What follows belongs to an exercise in optimizing a design on an open flow for small area, a short achievable clock period and few clock cycles per item; a production flow would make more cautious choices.
RTL that was checked went through simulation tests only; none was proved equivalent to the original.
No activity file was given, so power comes from the tool's default toggle rates.

==> flow/design.v <==
`timescale 1ns/10ps
module ELA(clk, rst, in_data, data_rd, req, wen, addr, data_wr, done);
	input				clk;
	input				rst;
	input		[7:0]	in_data;
	input		[7:0]	data_rd;
	output reg			req;
	output reg			wen;
	output reg	[9:0]	addr;
	output reg	[7:0]	data_wr;
	output reg			done;
reg				s_start;	 
reg				s_arr;		 
reg				s_rt;		 
reg				s_rb;		 
reg				s_w;		 
reg				s_fin;		 
reg		[3:0]	r;			 
reg				head;		 
reg				h0;			 
reg				c_rt;		 
reg				c_rb;
reg				c_w;
reg				go_int;		 
reg				row0_end;	 
reg				tail;		 
reg				edge_px;	 
reg		[7:0]	opa, opb, u0, u1, v0;
reg		[7:0]	dreg, sreg;	 
reg		[7:0]	best;		 
reg				cur_r;		 
wire	[4:0]	col = addr[4:0];
wire	[3:0]	rm1 = r - 4'd1;
always @(posedge clk or posedge rst) begin
	if (rst) begin
		s_start <= 1'b1;
		s_arr <= 1'b0;
		s_rt <= 1'b0;
		s_rb <= 1'b0;
		s_w <= 1'b0;
		s_fin <= 1'b0;
	end else begin
		s_start <= 1'b0;
		s_arr <= s_start || (s_arr && !go_int) || (tail && r != 4'd15);
		s_rt <= go_int || (s_w && !tail);
		s_rb <= s_rt;
		s_w <= s_rb;
		s_fin <= s_fin || (tail && r == 4'd15);
	end
end
always @(posedge clk) begin
	go_int <= s_arr && !req && (col == 5'd29) && (r != 4'd0);
	row0_end <= s_arr && !req && (col == 5'd29) && (r == 4'd0);
	tail <= s_rb && !head && (col == 5'd0);
	edge_px <= (s_w && col == 5'd31) || (s_rt && edge_px);
	c_rt <= go_int || (s_w && !tail);
	c_rb <= s_rt;
	c_w <= s_rb;
	done <= s_fin;
	req <= s_start || (row0_end) || (tail && r != 4'd15);
	if (s_start)
		r <= 4'd0;
	else if ((row0_end) || tail)
		r <= r + 4'd1;
	if (go_int)
		h0 <= 1'b1;
	else if (s_rb)
		h0 <= 1'b0;
	if (go_int)
		head <= 1'b1;
	else if (s_rb && col == 5'd1)
		head <= 1'b0;
	wen <= (s_arr && !go_int) || (s_rb && (!head || h0)) || tail;
end
reg		[4:0]	col_inc;
always @(*) begin
	if (s_rt)
		col_inc = 5'd0;
	else if (s_rb)
		col_inc = h0 ? 5'd31 : 5'd30;
	else if (s_w && !tail)
		col_inc = head ? 5'd2 : 5'd3;
	else if (go_int)
		col_inc = 5'd2;
	else
		col_inc = 5'd1;
end
always @(posedge clk) begin
	addr[4:0] <= (s_arr && req) ? 5'd0 : col + col_inc;
	addr[5] <= (s_rb && !h0) || tail;
	addr[9:6] <= ((s_arr && !go_int) || s_rt || (s_rb && h0)) ? r : rm1;
end
always @(posedge clk) begin
	if (c_rt)
		opa[3:0] <= u0[3:0];
	else if (c_rb)
		opa[3:0] <= data_rd[3:0];
	else
		opa[3:0] <= u1[3:0];
	if (c_rt)
		opa[7:4] <= u0[7:4];
	else if (c_rb)
		opa[7:4] <= data_rd[7:4];
	else
		opa[7:4] <= u1[7:4];
	if (c_w) begin
		u0 <= opa;
		u1 <= u0;
	end
	if (c_rb) begin
		opb <= v0;
		v0 <= opb;
	end else if (c_w) begin
		opb <= data_rd;
	end
end
reg		[7:0]	dg, dp, dG, dP;
reg		[7:0]	sg, sp, sG, sP;
reg		[7:0]	absd, avg;
integer			i, k;
always @(*) begin
	dg = opa & ~opb;
	dp = opa ^ ~opb;
	sg = opa & opb;
	sp = opa ^ opb;
	dG = dg;
	dP = dp;
	sG = sg;
	sP = sp;
	for (k = 1; k < 8; k = k * 2) begin
		for (i = 7; i >= k; i = i - 1) begin
			dG[i] = dG[i] | (dP[i] & dG[i-k]);
			dP[i] = dP[i] & dP[i-k];
			sG[i] = sG[i] | (sP[i] & sG[i-k]);
			sP[i] = sP[i] & sP[i-k];
		end
	end
	absd[0] = dp[0] ^ 1'b1;
	for (i = 1; i < 8; i = i + 1)
		absd[i] = dp[i] ^ (dG[i-1] | dP[i-1]);
	if (!(dG[7] | dP[7])) begin
		absd[0] = ~dp[0];
		for (i = 1; i < 8; i = i + 1)
			absd[i] = ~(dp[i] ^ dG[i-1]);
	end
	for (i = 1; i < 8; i = i + 1)
		avg[i-1] = sp[i] ^ sG[i-1];
	avg[7] = sG[7];
end
always @(posedge clk) begin
	dreg <= absd;
	sreg <= avg;
end
wire			cin = s_rb && cur_r;
reg		[7:0]	cG, cP;
always @(*) begin
	cG = best & ~dreg;
	cP = best ^ ~dreg;
	for (k = 1; k < 8; k = k * 2)
		for (i = 7; i >= k; i = i - 1) begin
			cG[i] = cG[i] | (cP[i] & cG[i-k]);
			cP[i] = cP[i] & cP[i-k];
		end
end
wire			win = cG[7] | (cP[7] & cin);
always @(posedge clk) begin
	if (s_w || (s_rt && !edge_px && !h0 && win)) begin
		best <= dreg;
		cur_r <= s_rt;
	end
	if (s_arr)
		data_wr <= in_data;
	else if (s_w || ((s_rt || s_rb) && !edge_px && !h0 && win))
		data_wr <= sreg;
end
endmodule
clock: 5.5 ns
lec_check: 0
abc_area: 1
cap_margin: 20
core_margin: 2
core_utilization: 70
setup_slack_margin: 3.6
slew_margin: 20
tns_end_percent: 5
standard.sh (not shown) runs the stock make flow with config.mk's settings and CLKGATE_MAP_FILE= SYNTH_SCRIPT=/design/flow/synth_recipe.tcl, a recipe that flattens the netlist after the stock synthesis.
==> flow/flow/run.sh <==
#!/bin/bash
# Standard layout with two changes: the port buffers are buf_2 cells instead
# of the delay buffers buffer_ports picks by default, and clock tree
# synthesis runs with the arguments below (no dummy loads).
set -euo pipefail
export BUFFER_PORTS_ARGS="-buffer_cell sky130_fd_sc_hd__buf_2"
export CTS_ARGS="-sink_clustering_enable -repair_clock_nets -dont_use_dummy_load"
bash standard.sh > standard.log 2>&1
The first run completed without violations.
Testbench counts at the start, summed over its fixed seeds: cycles 63,968, images 32.
Edit:
--- a/flow/design.v
+++ b/flow/design.v
@@ -18,9 +18,6 @@
 reg		[3:0]	r;			 
 reg				head;		 
 reg				h0;			 
-reg				c_rt;		 
-reg				c_rb;
-reg				c_w;
 reg				go_int;		 
 reg				row0_end;	 
 reg				tail;		 
@@ -53,9 +50,6 @@
 	row0_end <= s_arr && !req && (col == 5'd29) && (r == 4'd0);
 	tail <= s_rb && !head && (col == 5'd0);
 	edge_px <= (s_w && col == 5'd31) || (s_rt && edge_px);
-	c_rt <= go_int || (s_w && !tail);
-	c_rb <= s_rt;
-	c_w <= s_rb;
 	done <= s_fin;
 	req <= s_start || (row0_end) || (tail && r != 4'd15);
 	if (s_start)
@@ -91,26 +85,26 @@
 	addr[9:6] <= ((s_arr && !go_int) || s_rt || (s_rb && h0)) ? r : rm1;
 end
 always @(posedge clk) begin
-	if (c_rt)
+	if (s_rt)
 		opa[3:0] <= u0[3:0];
-	else if (c_rb)
+	else if (s_rb)
 		opa[3:0] <= data_rd[3:0];
 	else
 		opa[3:0] <= u1[3:0];
-	if (c_rt)
+	if (s_rt)
 		opa[7:4] <= u0[7:4];
-	else if (c_rb)
+	else if (s_rb)
 		opa[7:4] <= data_rd[7:4];
 	else
 		opa[7:4] <= u1[7:4];
-	if (c_w) begin
+	if (s_w) begin
 		u0 <= opa;
 		u1 <= u0;
 	end
-	if (c_rb) begin
+	if (s_rb) begin
 		opb <= v0;
 		v0 <= opb;
-	end else if (c_w) begin
+	end else if (s_w) begin
 		opb <= data_rd;
 	end
 end
After rerunning: Global-route usage increases by 2.0 points. Cell count increases by about 0.32%. Routed wire length increases by about 12%. Power stays flat. Cell area is about the same. Setup slack got worse by 13 ps. Non-clock buffer count increases by 7. Fmax decreases by about 0.7%. Combinational power increases by 5.4%. Sequential share of layout area decreases by 1.0 points. Sequential power decreases by about 4%. Synthesized area decreases by about 1.6%. Synthesized cell count decreases by about 1.2%.
Testbench counts after the change, summed over its fixed seeds: cycles 63,968, images 32.

---

// ELA: RTL as listed in full above, without the edits since
export LEC_CHECK = 0
export CAP_MARGIN = 20
export CORE_MARGIN = 2
export CORE_UTILIZATION = 70
export SETUP_SLACK_MARGIN = 3.4
export SLEW_MARGIN = 20
export TNS_END_PERCENT = 5
create_clock -name core_clock -period 5.5 [get_ports {clk}]
Scripts as last shown in full above: flow/flow/run.sh
The starting point produced a clean layout.
Testbench counts at the start, summed over its fixed seeds: cycles 63,968, images 32.
==> next run, changes <==
--- a/flow/design.v
+++ b/flow/design.v
@@ -18,14 +18,13 @@
 reg		[3:0]	r;			 
 reg				head;		 
 reg				h0;			 
-reg				c_rt;		 
-reg				c_rb;
-reg				c_w;
+reg		[1:0]	sel_t2;		 
+reg		[1:0]	sel_b1;		 
 reg				go_int;		 
 reg				row0_end;	 
 reg				tail;		 
 reg				edge_px;	 
-reg		[7:0]	opa, opb, u0, u1, v0;
+reg		[7:0]	t0, t1, t2, b0, b1;
 reg		[7:0]	dreg, sreg;	 
 reg		[7:0]	best;		 
 reg				cur_r;		 
@@ -53,9 +52,8 @@
 	row0_end <= s_arr && !req && (col == 5'd29) && (r == 4'd0);
 	tail <= s_rb && !head && (col == 5'd0);
 	edge_px <= (s_w && col == 5'd31) || (s_rt && edge_px);
-	c_rt <= go_int || (s_w && !tail);
-	c_rb <= s_rt;
-	c_w <= s_rb;
+	sel_t2 <= {(s_arr && go_int) || (s_w && !tail), go_int || (s_w && !tail)};
+	sel_b1 <= {s_rb && !s_arr, s_rb};
 	done <= s_fin;
 	req <= s_start || (row0_end) || (tail && r != 4'd15);
 	if (s_start)
@@ -91,29 +89,18 @@
 	addr[9:6] <= ((s_arr && !go_int) || s_rt || (s_rb && h0)) ? r : rm1;
 end
 always @(posedge clk) begin
-	if (c_rt)
-		opa[3:0] <= u0[3:0];
-	else if (c_rb)
-		opa[3:0] <= data_rd[3:0];
-	else
-		opa[3:0] <= u1[3:0];
-	if (c_rt)
-		opa[7:4] <= u0[7:4];
-	else if (c_rb)
-		opa[7:4] <= data_rd[7:4];
-	else
-		opa[7:4] <= u1[7:4];
-	if (c_w) begin
-		u0 <= opa;
-		u1 <= u0;
+	if (s_rb) begin
+		t0 <= data_rd;
+		t1 <= t0;
+		t2 <= t1;
 	end
-	if (c_rb) begin
-		opb <= v0;
-		v0 <= opb;
-	end else if (c_w) begin
-		opb <= data_rd;
+	if (s_w) begin
+		b0 <= data_rd;
+		b1 <= b0;
 	end
 end
+wire	[7:0]	opa = {sel_t2[1] ? t2[7:4] : t0[7:4], sel_t2[0] ? t2[3:0] : t0[3:0]};
+wire	[7:0]	opb = {sel_b1[1] ? b1[7:4] : b0[7:4], sel_b1[0] ? b1[3:0] : b0[3:0]};
 reg		[7:0]	dg, dp, dG, dP;
 reg		[7:0]	sg, sp, sG, sP;
 reg		[7:0]	absd, avg;
Final area came out higher by a few percent.
Area after synthesis is higher slightly.
Global-route usage went up by 2.8 points.
Wire length rose by roughly a tenth.
Core utilization came out higher by 2.3 points.
Clock-buffer cell count stays the same.
Maximum frequency shrinks by roughly a tenth.
Total power is higher slightly.
Only the layout flow was run in the second run of this note; the RTL was not checked for function there.

[static timing again, ports no longer ideal]
No port has a modelled driver above. Below, the same layouts with a new extraction and two added sets of constraints.
Step 1 sets driving cells, clkbuf_16 on the clock port and buf_2 on the other inputs (assumed; they add their load-dependent delay and slew).
Step 2 adds t to the input delays and takes it off the output delays; t is the mean of the earliest and latest rising clock arrival at the registers after step 1. Input paths then give back, and output paths get back, about the clock's delay inside the block.
a / b / c = ideal / step 1 / step 2; a / b = the first two.
run | shift t [ns] | slack for setup (ns) | latest minus earliest clock arrival (ns) | pins driven straight from the clock port
the first run of note 1 | 0.379 | 3.517 / 3.487 / 3.518 | 0.030 / 0.030 | 1
the second run of note 1 | 0.388 | 3.504 / 3.473 / 3.563 | 0.028 / 0.029 | 1
the first run of note 2 | 0.370 | 3.371 / 3.347 / 3.371 | 0.035 / 0.035 | 1
the second run of note 2 | 0.384 | 3.078 / 3.078 / 3.078 | 0.028 / 0.028 | 1
After both steps setup and hold are still met in every run listed.
